This is an optimization exercise on Yosys and OpenROAD, whose aim is small area, a short achievable clock period and few clock cycles per item, not a production implementation. Function not checked in this run: the RTL went through the layout flow alone.

<file path="run.sh">
#!/bin/bash
# synth_recipe.tcl (not shown) runs the flow's synth.tcl, then flattens the netlist and writes it again
# the make line also repeats each setting of config.mk as NAME=value (left out here)
make -C /OpenROAD-flow-scripts/flow DESIGN_CONFIG=/design/flow/config.mk WORK_HOME=/design/flow/orfs CLKGATE_MAP_FILE= SYNTH_SCRIPT=/design/flow/synth_recipe.tcl finish
</file>
<file path="config.mk">
export PLATFORM = sky130hd
export DESIGN_NAME = logarithm
export DESIGN_NICKNAME = logarithm
export VERILOG_FILES = /design/flow/design.v
export SDC_FILE = /design/flow/constraint.sdc
export NUM_CORES = 4
export LEC_CHECK = 0
export CAP_MARGIN = 20
export CORE_MARGIN = 2
export CORE_UTILIZATION = 40
export SLEW_MARGIN = 20
export SYNTH_HIERARCHICAL = 1
export SYNTH_MINIMUM_KEEP_SIZE = 0
</file>
<file path="constraint.sdc">
create_clock -name core_clock -period 9.0 [get_ports {clk}]
set_input_delay 1.8000 -clock core_clock [delete_from_list [all_inputs] [get_ports {clk}]]
set_output_delay 1.8000 -clock core_clock [all_outputs]
set_load 0.01 [all_outputs]
</file>
<file path="design.v">
module logarithm #(
	parameter n = 16,
	parameter m = 24,
	parameter k = 5 ,
	parameter p = 24
) (
	input        clk  ,  
	input        reset,  
	input        start,
	input  [0:n] x    ,
	output [1:p] y    ,
	output       done
);
	reg  [23:0] f;
	reg  [24:0] r;           
	wire s1;
	wire c2;
	wire s3;
	wire c4;
	wire s5;
	wire c6;
	wire s7;
	wire c8;
	wire s9;
	wire c10;
	wire s11;
	wire c12;
	wire s13;
	wire c14;
	wire ps13;
	wire s15;
	wire c16;
	wire s17;
	wire c18;
	wire s19;
	wire c20;
	wire ps19;
	wire s21;
	wire c22;
	wire ps21;
	wire s23;
	wire c24;
	wire s25;
	wire c26;
	wire ps25;
	wire s27;
	wire c28;
	wire ps27;
	wire s29;
	wire c30;
	wire ps29;
	wire s31;
	wire c32;
	wire s33;
	wire c34;
	wire ps33;
	wire s35;
	wire c36;
	wire ps35;
	wire s37;
	wire c38;
	wire ps37;
	wire s39;
	wire c40;
	wire s41;
	wire c42;
	wire ps41;
	wire s43;
	wire c44;
	wire ps43;
	wire s45;
	wire c46;
	wire ps45;
	wire s47;
	wire c48;
	wire ps47;
	wire s49;
	wire c50;
	wire ps49;
	wire s51;
	wire c52;
	wire ps51;
	wire s53;
	wire c54;
	wire s55;
	wire c56;
	wire ps55;
	wire s57;
	wire c58;
	wire ps57;
	wire s59;
	wire c60;
	wire s61;
	wire c62;
	wire ps61;
	wire s63;
	wire c64;
	wire ps63;
	wire s65;
	wire c66;
	wire s67;
	wire c68;
	wire s69;
	wire c70;
	wire s71;
	wire c72;
	wire s73;
	wire c74;
	wire s75;
	wire c76;
	wire s77;
	wire c78;
	wire s79;
	wire c80;
	wire s81;
	wire c82;
	wire s83;
	wire c84;
	wire s85;
	wire c86;
	wire s87;
	wire c88;
	wire s89;
	wire c90;
	wire s91;
	wire c92;
	wire s93;
	wire c94;
	wire s95;
	wire c96;
	wire s97;
	wire c98;
	wire s99;
	wire c100;
	wire s101;
	wire c102;
	wire s103;
	wire c104;
	wire s105;
	wire c106;
	wire s107;
	wire c108;
	wire s109;
	wire c110;
	wire s111;
	wire c112;
	wire s113;
	wire c114;
	wire ps113;
	wire s115;
	wire c116;
	wire s117;
	wire c118;
	wire s119;
	wire c120;
	wire ps119;
	wire s121;
	wire c122;
	wire s123;
	wire c124;
	wire s125;
	wire c126;
	wire ps125;
	wire s127;
	wire c128;
	wire s129;
	wire c130;
	wire ps129;
	wire s131;
	wire c132;
	wire ps131;
	wire s133;
	wire c134;
	wire s135;
	wire c136;
	wire ps135;
	wire s137;
	wire c138;
	wire ps137;
	wire s139;
	wire c140;
	wire s141;
	wire c142;
	wire ps141;
	wire s143;
	wire c144;
	wire ps143;
	wire s145;
	wire c146;
	wire ps145;
	wire s147;
	wire c148;
	wire ps147;
	wire s149;
	wire c150;
	wire ps149;
	wire s151;
	wire c152;
	wire ps151;
	wire s153;
	wire c154;
	wire ps153;
	wire s155;
	wire c156;
	wire ps155;
	wire s157;
	wire c158;
	wire s159;
	wire c160;
	wire ps159;
	wire s161;
	wire c162;
	wire ps161;
	wire s163;
	wire c164;
	wire s165;
	wire c166;
	wire s167;
	wire c168;
	wire s169;
	wire c170;
	wire s171;
	wire c172;
	wire ps171;
	wire s173;
	wire c174;
	wire ps173;
	wire s175;
	wire c176;
	wire s177;
	wire c178;
	wire s179;
	wire c180;
	wire ps179;
	wire s181;
	wire c182;
	wire s183;
	wire c184;
	wire s185;
	wire c186;
	wire s187;
	wire c188;
	wire s189;
	wire c190;
	wire s191;
	wire c192;
	wire ps191;
	wire s193;
	wire c194;
	wire s195;
	wire c196;
	wire s197;
	wire c198;
	wire s199;
	wire c200;
	wire s201;
	wire c202;
	wire s203;
	wire c204;
	wire s205;
	wire c206;
	wire s207;
	wire c208;
	wire s209;
	wire c210;
	wire s211;
	wire c212;
	wire s213;
	wire c214;
	wire s215;
	wire c216;
	wire s217;
	wire c218;
	wire s219;
	wire c220;
	wire s221;
	wire c222;
	wire s223;
	wire c224;
	wire s225;
	wire c226;
	wire s227;
	wire c228;
	wire s229;
	wire c230;
	wire s231;
	wire c232;
	wire s233;
	wire c234;
	wire s235;
	wire c236;
	wire s237;
	wire c238;
	wire s239;
	wire c240;
	wire s241;
	wire c242;
	wire s243;
	wire c244;
	wire s245;
	wire c246;
	wire s247;
	wire c248;
	wire s249;
	wire c250;
	wire s251;
	wire c252;
	wire s253;
	wire c254;
	wire s255;
	wire c256;
	wire s257;
	wire c258;
	wire s259;
	wire c260;
	wire s261;
	wire c262;
	wire ps261;
	wire s263;
	wire c264;
	wire s265;
	wire c266;
	wire ps265;
	wire s267;
	wire c268;
	wire s269;
	wire c270;
	wire ps269;
	wire s271;
	wire c272;
	wire ps271;
	wire s273;
	wire c274;
	wire ps273;
	wire s275;
	wire c276;
	wire ps275;
	wire s277;
	wire c278;
	wire ps277;
	wire s279;
	wire c280;
	wire ps279;
	wire s281;
	wire c282;
	wire ps281;
	wire s283;
	wire c284;
	wire ps283;
	wire s285;
	wire c286;
	wire ps285;
	wire s287;
	wire c288;
	wire ps287;
	wire s289;
	wire c290;
	wire ps289;
	wire s291;
	wire c292;
	wire ps291;
	wire s293;
	wire c294;
	wire s295;
	wire c296;
	wire ps295;
	wire s297;
	wire c298;
	wire ps297;
	wire s299;
	wire c300;
	wire s301;
	wire c302;
	wire ps301;
	wire s303;
	wire c304;
	wire s305;
	wire c306;
	wire s307;
	wire c308;
	wire s309;
	wire c310;
	wire ps309;
	wire s311;
	wire c312;
	wire s313;
	wire c314;
	wire ps313;
	wire s315;
	wire c316;
	wire s317;
	wire c318;
	wire s319;
	wire c320;
	wire s321;
	wire c322;
	wire s323;
	wire c324;
	wire s325;
	wire c326;
	wire s327;
	wire c328;
	wire s329;
	wire c330;
	wire s331;
	wire c332;
	wire s333;
	wire c334;
	wire s335;
	wire c336;
	wire s337;
	wire c338;
	wire s339;
	wire c340;
	wire s341;
	wire c342;
	wire s343;
	wire c344;
	wire s345;
	wire c346;
	wire s347;
	wire c348;
	wire s349;
	wire c350;
	wire s351;
	wire c352;
	wire s353;
	wire c354;
	wire s355;
	wire c356;
	wire s357;
	wire c358;
	wire s359;
	wire c360;
	wire s361;
	wire c362;
	wire s363;
	wire c364;
	wire s365;
	wire c366;
	wire s367;
	wire c368;
	wire s369;
	wire c370;
	wire ps369;
	wire s371;
	wire c372;
	wire ps371;
	wire s373;
	wire c374;
	wire ps373;
	wire s375;
	wire c376;
	wire ps375;
	wire s377;
	wire c378;
	wire ps377;
	wire s379;
	wire c380;
	wire ps379;
	wire s381;
	wire c382;
	wire ps381;
	wire s383;
	wire c384;
	wire ps383;
	wire s385;
	wire c386;
	wire ps385;
	wire s387;
	wire c388;
	wire ps387;
	wire s389;
	wire c390;
	wire ps389;
	wire s391;
	wire c392;
	wire ps391;
	wire s393;
	wire c394;
	wire ps393;
	wire s395;
	wire c396;
	wire ps395;
	wire s397;
	wire c398;
	wire ps397;
	wire s399;
	wire c400;
	wire s401;
	wire c402;
	wire s403;
	wire c404;
	wire s405;
	wire c406;
	wire s407;
	wire c408;
	wire s409;
	wire c410;
	wire s411;
	wire c412;
	wire s413;
	wire c414;
	wire s415;
	wire c416;
	wire s417;
	wire c418;
	wire s419;
	wire c420;
	wire s421;
	wire c422;
	wire s423;
	wire c424;
	wire s425;
	wire c426;
	wire s427;
	wire c428;
	wire s429;
	wire c430;
	wire s431;
	wire c432;
	wire s433;
	wire c434;
	wire s435;
	wire c436;
	wire s437;
	wire c438;
	wire s439;
	wire c440;
	wire s441;
	wire c442;
	wire s443;
	wire c444;
	wire s445;
	wire c446;
	wire s447;
	wire c448;
	wire s449;
	wire c450;
	wire s451;
	wire c452;
	wire s453;
	wire c454;
	wire ps453;
	wire s455;
	wire c456;
	wire ps455;
	wire s457;
	wire c458;
	wire ps457;
	wire s459;
	wire c460;
	wire ps459;
	wire s461;
	wire c462;
	wire ps461;
	wire s463;
	wire c464;
	wire ps463;
	wire s465;
	wire c466;
	wire ps465;
	wire s467;
	wire c468;
	wire ps467;
	wire s469;
	wire c470;
	wire ps469;
	wire s471;
	wire c472;
	wire ps471;
	wire s473;
	wire c474;
	wire ps473;
	wire s475;
	wire c476;
	wire ps475;
	wire s477;
	wire c478;
	wire ps477;
	wire s479;
	wire c480;
	wire ps479;
	wire s481;
	wire c482;
	wire ps481;
	wire s483;
	wire c484;
	wire s485;
	wire c486;
	wire s487;
	wire c488;
	wire s489;
	wire c490;
	wire s491;
	wire c492;
	wire s493;
	wire c494;
	wire s495;
	wire c496;
	wire s497;
	wire c498;
	wire s499;
	wire c500;
	wire s501;
	wire c502;
	wire s503;
	wire c504;
	wire s505;
	wire c506;
	log_xnor us1 (~f[9], ~(f[0] & f[17]), s1);
	log_or uc2 (~f[9], ~(f[0] & f[17]), c2);
	log_xnor us3 (~(f[0] & f[18]), ~(f[1] & f[17]), s3);
	log_or uc4 (~(f[0] & f[18]), ~(f[1] & f[17]), c4);
	log_fa us5 (~f[10], ~(f[0] & f[19]), ~(f[1] & f[18]), s5, c6);
	log_xnor us7 (~(f[2] & f[17]), ~(f[3] & f[16]), s7);
	log_or uc8 (~(f[2] & f[17]), ~(f[3] & f[16]), c8);
	log_fa us9 (~(f[0] & f[20]), ~(f[1] & f[19]), ~(f[2] & f[18]), s9, c10);
	log_xnor us11 (~(f[3] & f[17]), ~(f[4] & f[16]), s11);
	log_or uc12 (~(f[3] & f[17]), ~(f[4] & f[16]), c12);
	log_xor ups13 (~f[11], ~(f[0] & f[21]), ps13);
	log_xor us13 (ps13, ~(f[1] & f[20]), s13);
	log_maj uc14 (~f[11], ~(f[0] & f[21]), ~(f[1] & f[20]), c14);
	log_fa us15 (~(f[2] & f[19]), ~(f[3] & f[18]), ~(f[4] & f[17]), s15, c16);
	log_xnor us17 (~(f[5] & f[16]), ~(f[6] & f[15]), s17);
	log_or uc18 (~(f[5] & f[16]), ~(f[6] & f[15]), c18);
	log_xor ups19 (~(f[0] & f[22]), ~(f[1] & f[21]), ps19);
	log_xor us19 (ps19, ~(f[2] & f[20]), s19);
	log_maj uc20 (~(f[0] & f[22]), ~(f[1] & f[21]), ~(f[2] & f[20]), c20);
	log_xor ups21 (~(f[3] & f[19]), ~(f[4] & f[18]), ps21);
	log_xor us21 (ps21, ~(f[5] & f[17]), s21);
	log_maj uc22 (~(f[3] & f[19]), ~(f[4] & f[18]), ~(f[5] & f[17]), c22);
	log_xnor us23 (~(f[6] & f[16]), ~(f[7] & f[15]), s23);
	log_or uc24 (~(f[6] & f[16]), ~(f[7] & f[15]), c24);
	log_xor ups25 (~f[12], ~(f[0] & f[23]), ps25);
	log_xor us25 (ps25, ~(f[1] & f[22]), s25);
	log_maj uc26 (~f[12], ~(f[0] & f[23]), ~(f[1] & f[22]), c26);
	log_xor ups27 (~(f[2] & f[21]), ~(f[3] & f[20]), ps27);
	log_xor us27 (ps27, ~(f[4] & f[19]), s27);
	log_maj uc28 (~(f[2] & f[21]), ~(f[3] & f[20]), ~(f[4] & f[19]), c28);
	log_xor ups29 (~(f[5] & f[18]), ~(f[6] & f[17]), ps29);
	log_xor us29 (ps29, ~(f[7] & f[16]), s29);
	log_maj uc30 (~(f[5] & f[18]), ~(f[6] & f[17]), ~(f[7] & f[16]), c30);
	log_xnor us31 (~(f[8] & f[15]), ~(f[9] & f[14]), s31);
	log_or uc32 (~(f[8] & f[15]), ~(f[9] & f[14]), c32);
	log_xor ups33 (~f[0], ~(f[1] & f[23]), ps33);
	log_xor us33 (ps33, ~(f[2] & f[22]), s33);
	log_maj uc34 (~f[0], ~(f[1] & f[23]), ~(f[2] & f[22]), c34);
	log_xor ups35 (~(f[3] & f[21]), ~(f[4] & f[20]), ps35);
	log_xor us35 (ps35, ~(f[5] & f[19]), s35);
	log_maj uc36 (~(f[3] & f[21]), ~(f[4] & f[20]), ~(f[5] & f[19]), c36);
	log_xor ups37 (~(f[6] & f[18]), ~(f[7] & f[17]), ps37);
	log_xor us37 (ps37, ~(f[8] & f[16]), s37);
	log_maj uc38 (~(f[6] & f[18]), ~(f[7] & f[17]), ~(f[8] & f[16]), c38);
	log_xnor us39 (~(f[9] & f[15]), ~(f[10] & f[14]), s39);
	log_or uc40 (~(f[9] & f[15]), ~(f[10] & f[14]), c40);
	log_xor ups41 (~f[13], ~f[1], ps41);
	log_xor us41 (ps41, ~(f[2] & f[23]), s41);
	log_maj uc42 (~f[13], ~f[1], ~(f[2] & f[23]), c42);
	log_xor ups43 (~(f[3] & f[22]), ~(f[4] & f[21]), ps43);
	log_xor us43 (ps43, ~(f[5] & f[20]), s43);
	log_maj uc44 (~(f[3] & f[22]), ~(f[4] & f[21]), ~(f[5] & f[20]), c44);
	log_xor ups45 (~(f[6] & f[19]), ~(f[7] & f[18]), ps45);
	log_xor us45 (ps45, ~(f[8] & f[17]), s45);
	log_maj uc46 (~(f[6] & f[19]), ~(f[7] & f[18]), ~(f[8] & f[17]), c46);
	log_xor ups47 (~(f[9] & f[16]), ~(f[10] & f[15]), ps47);
	log_xor us47 (ps47, ~(f[11] & f[14]), s47);
	log_maj uc48 (~(f[9] & f[16]), ~(f[10] & f[15]), ~(f[11] & f[14]), c48);
	log_xor ups49 (~f[2], ~(f[3] & f[23]), ps49);
	log_xor us49 (ps49, ~(f[4] & f[22]), s49);
	log_maj uc50 (~f[2], ~(f[3] & f[23]), ~(f[4] & f[22]), c50);
	log_xor ups51 (~(f[5] & f[21]), ~(f[6] & f[20]), ps51);
	log_xor us51 (ps51, ~(f[7] & f[19]), s51);
	log_maj uc52 (~(f[5] & f[21]), ~(f[6] & f[20]), ~(f[7] & f[19]), c52);
	log_fa us53 (~(f[8] & f[18]), ~(f[9] & f[17]), ~(f[10] & f[16]), s53, c54);
	log_xor ups55 (~f[14], ~f[3], ps55);
	log_xor us55 (ps55, ~(f[4] & f[23]), s55);
	log_maj uc56 (~f[14], ~f[3], ~(f[4] & f[23]), c56);
	log_xor ups57 (~(f[5] & f[22]), ~(f[6] & f[21]), ps57);
	log_xor us57 (ps57, ~(f[7] & f[20]), s57);
	log_maj uc58 (~(f[5] & f[22]), ~(f[6] & f[21]), ~(f[7] & f[20]), c58);
	log_fa us59 (~(f[8] & f[19]), ~(f[9] & f[18]), ~(f[10] & f[17]), s59, c60);
	log_xor ups61 (~f[4], ~(f[5] & f[23]), ps61);
	log_xor us61 (ps61, ~(f[6] & f[22]), s61);
	log_maj uc62 (~f[4], ~(f[5] & f[23]), ~(f[6] & f[22]), c62);
	log_xor ups63 (~(f[7] & f[21]), ~(f[8] & f[20]), ps63);
	log_xor us63 (ps63, ~(f[9] & f[19]), s63);
	log_maj uc64 (~(f[7] & f[21]), ~(f[8] & f[20]), ~(f[9] & f[19]), c64);
	log_fa us65 (~f[15], ~f[5], ~(f[6] & f[23]), s65, c66);
	log_fa us67 (~(f[7] & f[22]), ~(f[8] & f[21]), ~(f[9] & f[20]), s67, c68);
	log_fa us69 (~f[6], ~(f[7] & f[23]), ~(f[8] & f[22]), s69, c70);
	log_fa us71 (~f[16], ~f[7], ~(f[8] & f[23]), s71, c72);
	log_xnor us73 (~f[6], ~(f[0] & f[11]), s73);
	log_or uc74 (~f[6], ~(f[0] & f[11]), c74);
	log_xnor us75 (~(f[0] & f[12]), ~(f[1] & f[11]), s75);
	log_or uc76 (~(f[0] & f[12]), ~(f[1] & f[11]), c76);
	log_fa us77 (~f[7], ~(f[0] & f[13]), ~(f[1] & f[12]), s77, c78);
	log_xnor us79 (~(f[2] & f[11]), ~(f[3] & f[10]), s79);
	log_or uc80 (~(f[2] & f[11]), ~(f[3] & f[10]), c80);
	log_fa us81 (~(f[0] & f[14]), ~(f[1] & f[13]), ~(f[2] & f[12]), s81, c82);
	log_xnor us83 (~(f[3] & f[11]), ~(f[4] & f[10]), s83);
	log_or uc84 (~(f[3] & f[11]), ~(f[4] & f[10]), c84);
	log_fa us85 (~f[8], ~(f[0] & f[15]), ~(f[1] & f[14]), s85, c86);
	log_fa us87 (~(f[2] & f[13]), ~(f[3] & f[12]), ~(f[4] & f[11]), s87, c88);
	log_xnor us89 (~(f[5] & f[10]), ~(f[6] & f[9]), s89);
	log_or uc90 (~(f[5] & f[10]), ~(f[6] & f[9]), c90);
	log_fa us91 (~(f[0] & f[16]), ~(f[1] & f[15]), ~(f[2] & f[14]), s91, c92);
	log_fa us93 (~(f[3] & f[13]), ~(f[4] & f[12]), ~(f[5] & f[11]), s93, c94);
	log_xnor us95 (~(f[6] & f[10]), ~(f[7] & f[9]), s95);
	log_or uc96 (~(f[6] & f[10]), ~(f[7] & f[9]), c96);
	log_fa us97 (~(f[1] & f[16]), ~(f[2] & f[15]), ~(f[3] & f[14]), s97, c98);
	log_fa us99 (~(f[4] & f[13]), ~(f[5] & f[12]), ~(f[6] & f[11]), s99, c100);
	log_fa us101 (~(f[7] & f[10]), ~(f[8] & f[9]), s1, s101, c102);
	log_fa us103 (~(f[2] & f[16]), ~(f[3] & f[15]), ~(f[4] & f[14]), s103, c104);
	log_fa us105 (~(f[5] & f[13]), ~(f[6] & f[12]), ~(f[7] & f[11]), s105, c106);
	log_fa us107 (~(f[8] & f[10]), c2, s3, s107, c108);
	log_fa us109 (~(f[4] & f[15]), ~(f[5] & f[14]), ~(f[6] & f[13]), s109, c110);
	log_fa us111 (~(f[7] & f[12]), ~(f[8] & f[11]), ~(f[9] & f[10]), s111, c112);
	log_xor ups113 (c4, s7, ps113);
	log_xor us113 (ps113, s5, s113);
	log_maj uc114 (c4, s7, s5, c114);
	log_fa us115 (~(f[5] & f[15]), ~(f[6] & f[14]), ~(f[7] & f[13]), s115, c116);
	log_fa us117 (~(f[8] & f[12]), ~(f[9] & f[11]), c8, s117, c118);
	log_xor ups119 (s11, c6, ps119);
	log_xor us119 (ps119, s9, s119);
	log_maj uc120 (s11, c6, s9, c120);
	log_fa us121 (~(f[7] & f[14]), ~(f[8] & f[13]), ~(f[9] & f[12]), s121, c122);
	log_fa us123 (~(f[10] & f[11]), c12, s17, s123, c124);
	log_xor ups125 (c10, s13, ps125);
	log_xor us125 (ps125, s15, s125);
	log_maj uc126 (c10, s13, s15, c126);
	log_fa us127 (~(f[8] & f[14]), ~(f[9] & f[13]), ~(f[10] & f[12]), s127, c128);
	log_xor ups129 (c18, s23, ps129);
	log_xor us129 (ps129, c14, s129);
	log_maj uc130 (c18, s23, c14, c130);
	log_xor ups131 (c16, s19, ps131);
	log_xor us131 (ps131, s21, s131);
	log_maj uc132 (c16, s19, s21, c132);
	log_fa us133 (~(f[10] & f[13]), ~(f[11] & f[12]), c24, s133, c134);
	log_xor ups135 (s31, c20, ps135);
	log_xor us135 (ps135, c22, s135);
	log_maj uc136 (s31, c20, c22, c136);
	log_xor ups137 (s25, s27, ps137);
	log_xor us137 (ps137, s29, s137);
	log_maj uc138 (s25, s27, s29, c138);
	log_fa us139 (~(f[11] & f[13]), c32, s39, s139, c140);
	log_xor ups141 (c26, c28, ps141);
	log_xor us141 (ps141, c30, s141);
	log_maj uc142 (c26, c28, c30, c142);
	log_xor ups143 (s33, s35, ps143);
	log_xor us143 (ps143, s37, s143);
	log_maj uc144 (s33, s35, s37, c144);
	log_xor ups145 (~(f[12] & f[13]), c40, ps145);
	log_xor us145 (ps145, s41, s145);
	log_maj uc146 (~(f[12] & f[13]), c40, s41, c146);
	log_xor ups147 (c34, c36, ps147);
	log_xor us147 (ps147, c38, s147);
	log_maj uc148 (c34, c36, c38, c148);
	log_xor ups149 (s43, s45, ps149);
	log_xor us149 (ps149, s47, s149);
	log_maj uc150 (s43, s45, s47, c150);
	log_xor ups151 (~(f[11] & f[15]), ~(f[12] & f[14]), ps151);
	log_xor us151 (ps151, c42, s151);
	log_maj uc152 (~(f[11] & f[15]), ~(f[12] & f[14]), c42, c152);
	log_xor ups153 (c44, c46, ps153);
	log_xor us153 (ps153, c48, s153);
	log_maj uc154 (c44, c46, c48, c154);
	log_xor ups155 (s49, s51, ps155);
	log_xor us155 (ps155, s53, s155);
	log_maj uc156 (s49, s51, s53, c156);
	log_fa us157 (~(f[11] & f[16]), ~(f[12] & f[15]), ~(f[13] & f[14]), s157, c158);
	log_xor ups159 (s55, c50, ps159);
	log_xor us159 (ps159, c52, s159);
	log_maj uc160 (s55, c50, c52, c160);
	log_xor ups161 (c54, s57, ps161);
	log_xor us161 (ps161, s59, s161);
	log_maj uc162 (c54, s57, s59, c162);
	log_fa us163 (~(f[10] & f[18]), ~(f[11] & f[17]), ~(f[12] & f[16]), s163, c164);
	log_fa us165 (~(f[13] & f[15]), c56, c58, s165, c166);
	log_fa us167 (c60, s61, s63, s167, c168);
	log_fa us169 (~(f[10] & f[19]), ~(f[11] & f[18]), ~(f[12] & f[17]), s169, c170);
	log_xor ups171 (~(f[13] & f[16]), ~(f[14] & f[15]), ps171);
	log_xor us171 (ps171, s65, s171);
	log_maj uc172 (~(f[13] & f[16]), ~(f[14] & f[15]), s65, c172);
	log_xor ups173 (c62, c64, ps173);
	log_xor us173 (ps173, s67, s173);
	log_maj uc174 (c62, c64, s67, c174);
	log_fa us175 (~(f[9] & f[21]), ~(f[10] & f[20]), ~(f[11] & f[19]), s175, c176);
	log_fa us177 (~(f[12] & f[18]), ~(f[13] & f[17]), ~(f[14] & f[16]), s177, c178);
	log_xor ups179 (c66, c68, ps179);
	log_xor us179 (ps179, s69, s179);
	log_maj uc180 (c66, c68, s69, c180);
	log_fa us181 (~(f[9] & f[22]), ~(f[10] & f[21]), ~(f[11] & f[20]), s181, c182);
	log_fa us183 (~(f[12] & f[19]), ~(f[13] & f[18]), ~(f[14] & f[17]), s183, c184);
	log_fa us185 (~(f[15] & f[16]), s71, c70, s185, c186);
	log_fa us187 (~f[8], ~(f[9] & f[23]), ~(f[10] & f[22]), s187, c188);
	log_fa us189 (~(f[11] & f[21]), ~(f[12] & f[20]), ~(f[13] & f[19]), s189, c190);
	log_xor ups191 (~(f[14] & f[18]), ~(f[15] & f[17]), ps191);
	log_xor us191 (ps191, c72, s191);
	log_maj uc192 (~(f[14] & f[18]), ~(f[15] & f[17]), c72, c192);
	log_fa us193 (~f[17], ~f[9], ~(f[10] & f[23]), s193, c194);
	log_fa us195 (~(f[11] & f[22]), ~(f[12] & f[21]), ~(f[13] & f[20]), s195, c196);
	log_fa us197 (~(f[14] & f[19]), ~(f[15] & f[18]), ~(f[16] & f[17]), s197, c198);
	log_fa us199 (~f[10], ~(f[11] & f[23]), ~(f[12] & f[22]), s199, c200);
	log_fa us201 (~(f[13] & f[21]), ~(f[14] & f[20]), ~(f[15] & f[19]), s201, c202);
	log_fa us203 (~f[18], ~f[11], ~(f[12] & f[23]), s203, c204);
	log_fa us205 (~(f[13] & f[22]), ~(f[14] & f[21]), ~(f[15] & f[20]), s205, c206);
	log_fa us207 (~f[12], ~(f[13] & f[23]), ~(f[14] & f[22]), s207, c208);
	log_fa us209 (~f[19], ~f[13], ~(f[14] & f[23]), s209, c210);
	log_xnor us211 (~f[4], ~(f[0] & f[7]), s211);
	log_or uc212 (~f[4], ~(f[0] & f[7]), c212);
	log_xnor us213 (~(f[0] & f[8]), ~(f[1] & f[7]), s213);
	log_or uc214 (~(f[0] & f[8]), ~(f[1] & f[7]), c214);
	log_fa us215 (~f[5], ~(f[0] & f[9]), ~(f[1] & f[8]), s215, c216);
	log_xnor us217 (~(f[2] & f[7]), ~(f[3] & f[6]), s217);
	log_or uc218 (~(f[2] & f[7]), ~(f[3] & f[6]), c218);
	log_fa us219 (~(f[0] & f[10]), ~(f[1] & f[9]), ~(f[2] & f[8]), s219, c220);
	log_xnor us221 (~(f[3] & f[7]), ~(f[4] & f[6]), s221);
	log_or uc222 (~(f[3] & f[7]), ~(f[4] & f[6]), c222);
	log_fa us223 (~(f[1] & f[10]), ~(f[2] & f[9]), ~(f[3] & f[8]), s223, c224);
	log_fa us225 (~(f[4] & f[7]), ~(f[5] & f[6]), s73, s225, c226);
	log_fa us227 (~(f[2] & f[10]), ~(f[3] & f[9]), ~(f[4] & f[8]), s227, c228);
	log_fa us229 (~(f[5] & f[7]), c74, s75, s229, c230);
	log_fa us231 (~(f[4] & f[9]), ~(f[5] & f[8]), ~(f[6] & f[7]), s231, c232);
	log_fa us233 (c76, s79, s77, s233, c234);
	log_fa us235 (~(f[5] & f[9]), ~(f[6] & f[8]), c80, s235, c236);
	log_fa us237 (s83, c78, s81, s237, c238);
	log_fa us239 (~(f[7] & f[8]), c84, s89, s239, c240);
	log_fa us241 (c82, s85, s87, s241, c242);
	log_fa us243 (c90, s95, c86, s243, c244);
	log_fa us245 (c88, s91, s93, s245, c246);
	log_fa us247 (c96, c92, c94, s247, c248);
	log_fa us249 (s97, s99, s101, s249, c250);
	log_fa us251 (c98, c100, s103, s251, c252);
	log_fa us253 (s105, c102, s107, s253, c254);
	log_fa us255 (c104, c106, s109, s255, c256);
	log_fa us257 (s111, c108, s113, s257, c258);
	log_fa us259 (c110, c112, s115, s259, c260);
	log_xor ups261 (s117, s119, ps261);
	log_xor us261 (ps261, c114, s261);
	log_maj uc262 (s117, s119, c114, c262);
	log_fa us263 (c116, s121, c118, s263, c264);
	log_xor ups265 (s123, c120, ps265);
	log_xor us265 (ps265, s125, s265);
	log_maj uc266 (s123, c120, s125, c266);
	log_fa us267 (c122, s127, c124, s267, c268);
	log_xor ups269 (s129, c126, ps269);
	log_xor us269 (ps269, s131, s269);
	log_maj uc270 (s129, c126, s131, c270);
	log_xor ups271 (c128, s133, ps271);
	log_xor us271 (ps271, c130, s271);
	log_maj uc272 (c128, s133, c130, c272);
	log_xor ups273 (s135, c132, ps273);
	log_xor us273 (ps273, s137, s273);
	log_maj uc274 (s135, c132, s137, c274);
	log_xor ups275 (c134, s139, ps275);
	log_xor us275 (ps275, c136, s275);
	log_maj uc276 (c134, s139, c136, c276);
	log_xor ups277 (s141, c138, ps277);
	log_xor us277 (ps277, s143, s277);
	log_maj uc278 (s141, c138, s143, c278);
	log_xor ups279 (c140, s145, ps279);
	log_xor us279 (ps279, c142, s279);
	log_maj uc280 (c140, s145, c142, c280);
	log_xor ups281 (s147, c144, ps281);
	log_xor us281 (ps281, s149, s281);
	log_maj uc282 (s147, c144, s149, c282);
	log_xor ups283 (s151, c146, ps283);
	log_xor us283 (ps283, c148, s283);
	log_maj uc284 (s151, c146, c148, c284);
	log_xor ups285 (s153, c150, ps285);
	log_xor us285 (ps285, s155, s285);
	log_maj uc286 (s153, c150, s155, c286);
	log_xor ups287 (s157, c152, ps287);
	log_xor us287 (ps287, c154, s287);
	log_maj uc288 (s157, c152, c154, c288);
	log_xor ups289 (s159, c156, ps289);
	log_xor us289 (ps289, s161, s289);
	log_maj uc290 (s159, c156, s161, c290);
	log_xor ups291 (c158, s163, ps291);
	log_xor us291 (ps291, c160, s291);
	log_maj uc292 (c158, s163, c160, c292);
	log_fa us293 (s165, c162, s167, s293, c294);
	log_xor ups295 (c164, s169, ps295);
	log_xor us295 (ps295, s171, s295);
	log_maj uc296 (c164, s169, s171, c296);
	log_xor ups297 (c166, s173, ps297);
	log_xor us297 (ps297, c168, s297);
	log_maj uc298 (c166, s173, c168, c298);
	log_fa us299 (c170, s175, s177, s299, c300);
	log_xor ups301 (c172, s179, ps301);
	log_xor us301 (ps301, c174, s301);
	log_maj uc302 (c172, s179, c174, c302);
	log_fa us303 (c176, c178, s181, s303, c304);
	log_fa us305 (s183, s185, c180, s305, c306);
	log_fa us307 (c182, c184, s187, s307, c308);
	log_xor ups309 (s189, s191, ps309);
	log_xor us309 (ps309, c186, s309);
	log_maj uc310 (s189, s191, c186, c310);
	log_fa us311 (s193, c188, c190, s311, c312);
	log_xor ups313 (s195, s197, ps313);
	log_xor us313 (ps313, c192, s313);
	log_maj uc314 (s195, s197, c192, c314);
	log_fa us315 (~(f[16] & f[18]), c194, c196, s315, c316);
	log_fa us317 (c198, s199, s201, s317, c318);
	log_fa us319 (~(f[16] & f[19]), ~(f[17] & f[18]), s203, s319, c320);
	log_fa us321 (c200, c202, s205, s321, c322);
	log_fa us323 (~(f[15] & f[21]), ~(f[16] & f[20]), ~(f[17] & f[19]), s323, c324);
	log_fa us325 (c204, c206, s207, s325, c326);
	log_fa us327 (~(f[15] & f[22]), ~(f[16] & f[21]), ~(f[17] & f[20]), s327, c328);
	log_fa us329 (~(f[18] & f[19]), s209, c208, s329, c330);
	log_fa us331 (~f[14], ~(f[15] & f[23]), ~(f[16] & f[22]), s331, c332);
	log_fa us333 (~(f[17] & f[21]), ~(f[18] & f[20]), c210, s333, c334);
	log_fa us335 (~f[20], ~f[15], ~(f[16] & f[23]), s335, c336);
	log_fa us337 (~(f[17] & f[22]), ~(f[18] & f[21]), ~(f[19] & f[20]), s337, c338);
	log_fa us339 (~f[16], ~(f[17] & f[23]), ~(f[18] & f[22]), s339, c340);
	log_fa us341 (~f[21], ~f[17], ~(f[18] & f[23]), s341, c342);
	log_xnor us343 (~f[3], ~(f[0] & f[5]), s343);
	log_or uc344 (~f[3], ~(f[0] & f[5]), c344);
	log_xnor us345 (~(f[0] & f[6]), ~(f[1] & f[5]), s345);
	log_or uc346 (~(f[0] & f[6]), ~(f[1] & f[5]), c346);
	log_fa us347 (~(f[1] & f[6]), ~(f[2] & f[5]), ~(f[3] & f[4]), s347, c348);
	log_fa us349 (~(f[2] & f[6]), ~(f[3] & f[5]), c212, s349, c350);
	log_fa us351 (~(f[4] & f[5]), c214, s217, s351, c352);
	log_fa us353 (c218, s221, c216, s353, c354);
	log_fa us355 (c222, c220, s223, s355, c356);
	log_fa us357 (c224, s227, c226, s357, c358);
	log_fa us359 (c228, s231, c230, s359, c360);
	log_fa us361 (c232, s235, s237, s361, c362);
	log_fa us363 (c236, s239, c238, s363, c364);
	log_fa us365 (c240, s243, c242, s365, c366);
	log_fa us367 (c244, s247, c246, s367, c368);
	log_xor ups369 (c248, s251, ps369);
	log_xor us369 (ps369, c250, s369);
	log_maj uc370 (c248, s251, c250, c370);
	log_xor ups371 (s255, c252, ps371);
	log_xor us371 (ps371, c254, s371);
	log_maj uc372 (s255, c252, c254, c372);
	log_xor ups373 (s259, c256, ps373);
	log_xor us373 (ps373, c258, s373);
	log_maj uc374 (s259, c256, c258, c374);
	log_xor ups375 (c260, s263, ps375);
	log_xor us375 (ps375, c262, s375);
	log_maj uc376 (c260, s263, c262, c376);
	log_xor ups377 (s267, c264, ps377);
	log_xor us377 (ps377, c266, s377);
	log_maj uc378 (s267, c264, c266, c378);
	log_xor ups379 (c268, s271, ps379);
	log_xor us379 (ps379, c270, s379);
	log_maj uc380 (c268, s271, c270, c380);
	log_xor ups381 (s275, c272, ps381);
	log_xor us381 (ps381, c274, s381);
	log_maj uc382 (s275, c272, c274, c382);
	log_xor ups383 (s279, c276, ps383);
	log_xor us383 (ps383, c278, s383);
	log_maj uc384 (s279, c276, c278, c384);
	log_xor ups385 (c280, s283, ps385);
	log_xor us385 (ps385, c282, s385);
	log_maj uc386 (c280, s283, c282, c386);
	log_xor ups387 (c284, s287, ps387);
	log_xor us387 (ps387, c286, s387);
	log_maj uc388 (c284, s287, c286, c388);
	log_xor ups389 (s291, c288, ps389);
	log_xor us389 (ps389, c290, s389);
	log_maj uc390 (s291, c288, c290, c390);
	log_xor ups391 (s295, c292, ps391);
	log_xor us391 (ps391, s297, s391);
	log_maj uc392 (s295, c292, s297, c392);
	log_xor ups393 (s299, c296, ps393);
	log_xor us393 (ps393, c298, s393);
	log_maj uc394 (s299, c296, c298, c394);
	log_xor ups395 (s303, c300, ps395);
	log_xor us395 (ps395, c302, s395);
	log_maj uc396 (s303, c300, c302, c396);
	log_xor ups397 (s307, c304, ps397);
	log_xor us397 (ps397, s309, s397);
	log_maj uc398 (s307, c304, s309, c398);
	log_fa us399 (s311, c308, s313, s399, c400);
	log_fa us401 (c312, s315, s317, s401, c402);
	log_fa us403 (s319, c316, s321, s403, c404);
	log_fa us405 (s323, c320, s325, s405, c406);
	log_fa us407 (c324, s327, s329, s407, c408);
	log_fa us409 (c328, s331, s333, s409, c410);
	log_fa us411 (s335, c332, s337, s411, c412);
	log_fa us413 (~(f[19] & f[21]), c336, c338, s413, c414);
	log_fa us415 (~(f[19] & f[22]), ~(f[20] & f[21]), s341, s415, c416);
	log_fa us417 (~f[18], ~(f[19] & f[23]), ~(f[20] & f[22]), s417, c418);
	log_fa us419 (~f[22], ~f[19], ~(f[20] & f[23]), s419, c420);
	log_xnor us421 (~f[2], ~(f[0] & f[3]), s421);
	log_or uc422 (~f[2], ~(f[0] & f[3]), c422);
	log_xnor us423 (~(f[0] & f[4]), ~(f[1] & f[3]), s423);
	log_or uc424 (~(f[0] & f[4]), ~(f[1] & f[3]), c424);
	log_fa us425 (~(f[1] & f[4]), ~(f[2] & f[3]), s343, s425, c426);
	log_fa us427 (~(f[2] & f[4]), c344, s345, s427, c428);
	log_fa us429 (c346, s211, s347, s429, c430);
	log_fa us431 (s213, c348, s349, s431, c432);
	log_fa us433 (s215, c350, s351, s433, c434);
	log_fa us435 (s219, c352, s353, s435, c436);
	log_fa us437 (s225, c354, s355, s437, c438);
	log_fa us439 (s229, c356, s357, s439, c440);
	log_fa us441 (s233, s359, c358, s441, c442);
	log_fa us443 (c234, c360, s361, s443, c444);
	log_fa us445 (s241, s363, c362, s445, c446);
	log_fa us447 (s245, s365, c364, s447, c448);
	log_fa us449 (s249, c366, s367, s449, c450);
	log_fa us451 (s253, c368, s369, s451, c452);
	log_xor ups453 (s257, c370, ps453);
	log_xor us453 (ps453, s371, s453);
	log_maj uc454 (s257, c370, s371, c454);
	log_xor ups455 (s261, s373, ps455);
	log_xor us455 (ps455, c372, s455);
	log_maj uc456 (s261, s373, c372, c456);
	log_xor ups457 (s265, c374, ps457);
	log_xor us457 (ps457, s375, s457);
	log_maj uc458 (s265, c374, s375, c458);
	log_xor ups459 (s269, s377, ps459);
	log_xor us459 (ps459, c376, s459);
	log_maj uc460 (s269, s377, c376, c460);
	log_xor ups461 (s273, s379, ps461);
	log_xor us461 (ps461, c378, s461);
	log_maj uc462 (s273, s379, c378, c462);
	log_xor ups463 (s277, s381, ps463);
	log_xor us463 (ps463, c380, s463);
	log_maj uc464 (s277, s381, c380, c464);
	log_xor ups465 (s281, s383, ps465);
	log_xor us465 (ps465, c382, s465);
	log_maj uc466 (s281, s383, c382, c466);
	log_xor ups467 (s285, s385, ps467);
	log_xor us467 (ps467, c384, s467);
	log_maj uc468 (s285, s385, c384, c468);
	log_xor ups469 (s289, c386, ps469);
	log_xor us469 (ps469, s387, s469);
	log_maj uc470 (s289, c386, s387, c470);
	log_xor ups471 (s293, s389, ps471);
	log_xor us471 (ps471, c388, s471);
	log_maj uc472 (s293, s389, c388, c472);
	log_xor ups473 (c294, s391, ps473);
	log_xor us473 (ps473, c390, s473);
	log_maj uc474 (c294, s391, c390, c474);
	log_xor ups475 (s301, s393, ps475);
	log_xor us475 (ps475, c392, s475);
	log_maj uc476 (s301, s393, c392, c476);
	log_xor ups477 (s305, s395, ps477);
	log_xor us477 (ps477, c394, s477);
	log_maj uc478 (s305, s395, c394, c478);
	log_xor ups479 (c306, s397, ps479);
	log_xor us479 (ps479, c396, s479);
	log_maj uc480 (c306, s397, c396, c480);
	log_xor ups481 (c310, s399, ps481);
	log_xor us481 (ps481, c398, s481);
	log_maj uc482 (c310, s399, c398, c482);
	log_fa us483 (c314, s401, c400, s483, c484);
	log_fa us485 (c318, s403, c402, s485, c486);
	log_fa us487 (c322, s405, c404, s487, c488);
	log_fa us489 (c326, s407, c406, s489, c490);
	log_fa us491 (c330, s409, c408, s491, c492);
	log_fa us493 (c334, s411, c410, s493, c494);
	log_fa us495 (s339, s413, c412, s495, c496);
	log_fa us497 (c340, s415, c414, s497, c498);
	log_fa us499 (c342, s417, c416, s499, c500);
	log_fa us501 (~(f[21] & f[22]), s419, c418, s501, c502);
	log_fa us503 (~f[20], ~(f[21] & f[23]), c420, s503, c504);
	log_fa us505 (~f[23], ~f[21], ~(f[22] & f[23]), s505, c506);
	wire [49:0] ta = {1'b1, ~f[23], c506, c504, c502, c500, c498, c496, c494, c492, c490, c488, c486, c484, c482, c480, c478, c476, c474, c472, c470, c468, c466, c464, c462, c460, c458, c456, c454, c452, c450, c448, c446, c444, c442, c440, c438, c436, c434, c432, c430, c428, c426, c424, c422, s421, ~(f[0] & f[2]), ~f[1], 1'b1, ~f[0]};
	wire [49:0] tb = {1'b1, 1'b1, ~f[22], s505, s503, s501, s499, s497, s495, s493, s491, s489, s487, s485, s483, s481, s479, s477, s475, s473, s471, s469, s467, s465, s463, s461, s459, s457, s455, s453, s451, s449, s447, s445, s443, s441, s439, s437, s435, s433, s431, s429, s427, s425, s423, ~(f[1] & f[2]), 1'b1, ~(f[0] & f[1]), 1'b1, 1'b1};
	wire [49:0] t  = ~(ta + tb + 1'b1);    
	wire [25:0] s  = t[49:24];
	wire        b  = s[25] | s[24];
	wire [23:0] fn = b ? {s[25], s[23:1]} : s[23:0];
	always @(posedge clk)
		f <= r[24] ? {x[1:n], {(m-n){1'b0}}} : fn;
	always @(posedge clk or negedge reset) begin
		if (~reset)
			r[24] <= 1'b1;
		else if (start | ~r[24])
			r[24] <= start ? 1'b0 : r[23];
	end
	always @(posedge clk) begin
		if (start | ~r[24])
			r[23:0] <= start ? 24'd1 : {r[22:0], b & x[0]};
	end
	assign done = r[24];
	assign y    = r[23:0];
endmodule
module log_fa (input a, input b, input c, output s, output co);
	assign s  = a ^ b ^ c;
	assign co = (a & b) | (a & c) | (b & c);
endmodule
module log_xor (input a, input b, output y);
	assign y = a ^ b;
endmodule
module log_maj (input a, input b, input c, output y);
	assign y = (a & b) | (a & c) | (b & c);
endmodule
module log_xnor (input a, input b, output y);
	assign y = ~(a ^ b);
endmodule
module log_or (input a, input b, output y);
	assign y = a | b;
endmodule
</file>
==> impl_results.md <==
- Rel. slew slack: 25.30%
- DIE WIDTH: 172.2 µm
- Commonest non-fill, non-tap cell in the layout: nand2_1
- Layout cells sized above 1: 11.31%
- Most frequent cells in the layout: nand2_1, xor2_1, fa_1
- Worst setup EP type: flip-flop
- Post-synth EDFFs: 24
- Routed len/inst: 18.19 µm
- Synth area leaders: fa_1, xor2_1, nand2_1
- # DRC: 0
- Drt total wl: 30,670 µm
- Final count of pins violating max slew: 0
- Worst Setup Slack post-DPL: 2.285 ns
- Max-cap viol count: 0
- Post-synthesis instance total: 1,305
- DR pass1 iterations: 5
- Port Buf Inserts: 44
- Nets@finish: 1,513
- Fill count: 2,822
- Final Setup Violations: 0
- Tcrit/Tclk final: 72.26%
- Final hold viol count: 0
- CP startpoint: f[9]
- Nature of the critical path startpoint: flip-flop
- Post-DP HPWL: 23,840 µm
- Syn Std Cell Area: 0.01132 mm²
- Total track usage: 21.37%
- Crit Path Max Fanout: 24
- DR vias/cell: 5.458
- Number of distinct library cells after synthesis: 68
- Register area: 0.001229 mm²
- CTS max path bufs: 2
- Ys flop type: edfxtp_1
- Hold Buf Count CTS: 0
- Setup ws final: 2.497 ns
- Ports: 45
- Synthesized Nets: 1,511
- Number of antenna-violating nets in the routed design: 0
- Sum Neg Setup Slack: 0 ns
- Post-synth top area share: 25.12%
- Clock Skew: 0.007726 ns
- Crit Path Category: flip-flop to flip-flop
- Largest net degree at the start of global routing: 37
- Vias: 9,203
- Vias in the first global route: 9,365
- Multi-input logic area: 0.009600 mm²
- DR iter-0 viols: 624
- Cts repair resizes: 0
- Fmax: 153.8 MHz
- HP Start: r[23]
- Total CTS buffers: 5
- N_diodes: 0
- Worst EP required: 9.19 ns
- Synth async-reset ratio: 2.041%
- Area Growth Syn to Fin: 8.426%
- First-pass GRT wire length: 49,640 µm
- Die ar.: 0.02965 mm²
- Num rows: 61
- Total grt overflow: 0
- Skew-Pair Late Insertion Delay: 0.29 ns
- CTS tree: built
- RSZ-0062 raised after global routing: no
- Reg2Reg Launch Point: f[9]
- Clk slew on worst S/H paths: 0.07 ns
- Sequential-to-total area share from yosys stat: 10.85%
- Fin crit period: 6.503 ns
- Outcome: finished clean
- Root buf cell: clkbuf_16
- Synthesized area per cell: 8.671 µm²
- YS warnings: 7
- H-tree depth: 2
- Die height: 172.2 µm
- Hold Crit Class: flip-flop to flip-flop
- Cell taking the most area after synthesis: fa_1
- Postcts setup bufs: 0
- Worst EP arrival: 6.69 ns
- FF+latch count, synth: 49
- Initial antenna violation count: 0
- Initial Utilization: 40.73%
- GPL Wtd Cong: 0.8861
- Slew @ Worst Pin: 1.119 ns
- Core ar.: 0.02778 mm²
- Clk sinks: 49
[path summary, 6_finish.rpt]
| check | end | slack (ns) | cells past startpoint |
|---|---|---|---|
| worst max-delay path | f[13] | 2.50 | 18 |
| worst min-delay path | r[24] | 0.54 | 2 |
| worst max register to register | f[13] | 2.50 | 18 |
| worst min register to register | r[24] | 0.54 | 2 |
| max in group asynchronous | r[24] | 7.17 | 1 |
| min in group asynchronous | r[24] | 1.81 | 1 |
[layout make-up]
type,instances,share of cell area (%)
Clock buffer,5,1.020
Timing Repair Buffer,65,5.038
Tap cell,378,3.855
Sequential cell,49,10.01
Inverter,53,1.621
Multi-Input combinational cell,1133,78.25
Clock inverter,3,0.2040
[per-stage QoR]
| stage | hold slack, ns | instance area [µm²] | utilization (%) | instances |
|---|---|---|---|---|
| floorplan | 0.5353 | 11320 | - | 1305 |
| finish | 0.5350 | 12270 | 44.16 | 1686 |
| CTS | 0.5433 | 12240 | 44.06 | 1685 |
| global placement | 0.5122 | 12090 | 43.51 | 1677 |
| global route | 0.5681 | 12270 | 44.16 | 1686 |
| detailed placement | 0.5242 | 12090 | 43.51 | 1677 |
[cells in the mapped netlist (3+ instances only)]
cell and count:
buf_2 8, clkbuf_1 59, dfxtp_1 24, edfxtp_1 24, o21bai_1 8, o221ai_1 3
and3_1 5, o21ai_0 28, nand2_1 309, a211oi_1 5, or2_1 23, a21oi_1 58
inv_1 52, a31oi_1 6, o21a_1 6, o211ai_1 4, nand4_1 12, nor2_1 38
a311oi_2 3, o22ai_1 3, mux2i_1 9, fa_1 142, or3_1 3, ha_1 44
a221oi_2 5, a41oi_1 3, a21o_1 11, nor2b_1 25, xor2_1 187, maj3_2 89
nor3b_1 3, a21oi_2 3, nor3_1 11, nand3_1 15, xnor2_1 35, o21ai_2 3
[modules after synthesis, one instance, submodules excluded]
module     flops+latches  cell area [µm²]
log_or                 0            6.256
log_xnor               0            8.758
log_xor                0            8.758
logarithm             49             5582
log_maj                0            11.26
log_fa                 0            20.02
[routing by layer]
metal / GRT usage (%) / vias to the layer above / share of wire, %
li1: - / 4316 / -
met1: 29.14 / 4608 / 45
met2: 37.44 / 246 / 50
met3: 1.259 / 33 / 3.9
met4: 4.713 / 0 / 1.8
met5: 0 / - / 0
[logic make-up (layout without fill, tap and decap cells)]
logic type	Yosys count	count (layout)	share of synthesized area (%)
XOR/XNOR	222	222	17.18
AO/OA/AOI/OAI	168	168	10.29
buffers and inverters	123	126	4.334
AND/OR/NAND/NOR	457	457	17.50
adder cells (fa/ha/maj)	275	275	38.84
multiplexers	11	11	0.9952
flip-flops	49	49	10.85
[registers in the layout, indices dropped and copies added, names as in the netlist]
name	flops
r	25
f	24
[worst max-delay path, cell delays in order (launching register included)]
cell and delay, ns:
dfxtp_1 1.05, inv_1 0.39, or2_1 0.33, fa_1 0.43, fa_1 0.45, maj3_2 0.35
maj3_2 0.31, ha_1 0.40, a21oi_2 0.28, nand2_1 0.08, a311oi_1 0.32, o22ai_2 0.24
o21ai_2 0.28, o21ai_2 0.10, xnor2_1 0.18, a21oi_4 0.52, buf_16 0.24, mux2_2 0.34
o21a_1 0.10

-- separate check: timing with driven ports --
No port has a modelled driver above. Below, the same layout with a new extraction and two added sets of constraints.
Step 1, drivers: a clkbuf_16 drives clk and a buf_2 each remaining input, both assumed.
Step 2 times the ports against the registers' clock, not the clock port: input delays grow and output delays shrink by t, the midpoint of the rising clock arrivals with the driver on.
a / b / c = ideal / step 1 / step 2; a / b = the first two.
t, ns: 0.317
setup WS [ns]: 2.497 / 2.497 / 2.497
worst hold slack (ns): 0.535 / 0.535 / 0.535
worst setup path after step 2: register to register
After both steps setup and hold are still met in this run. For this run, drivers alone change the setup slack by 0.000 ns; drivers and shift together by 0.000 ns.
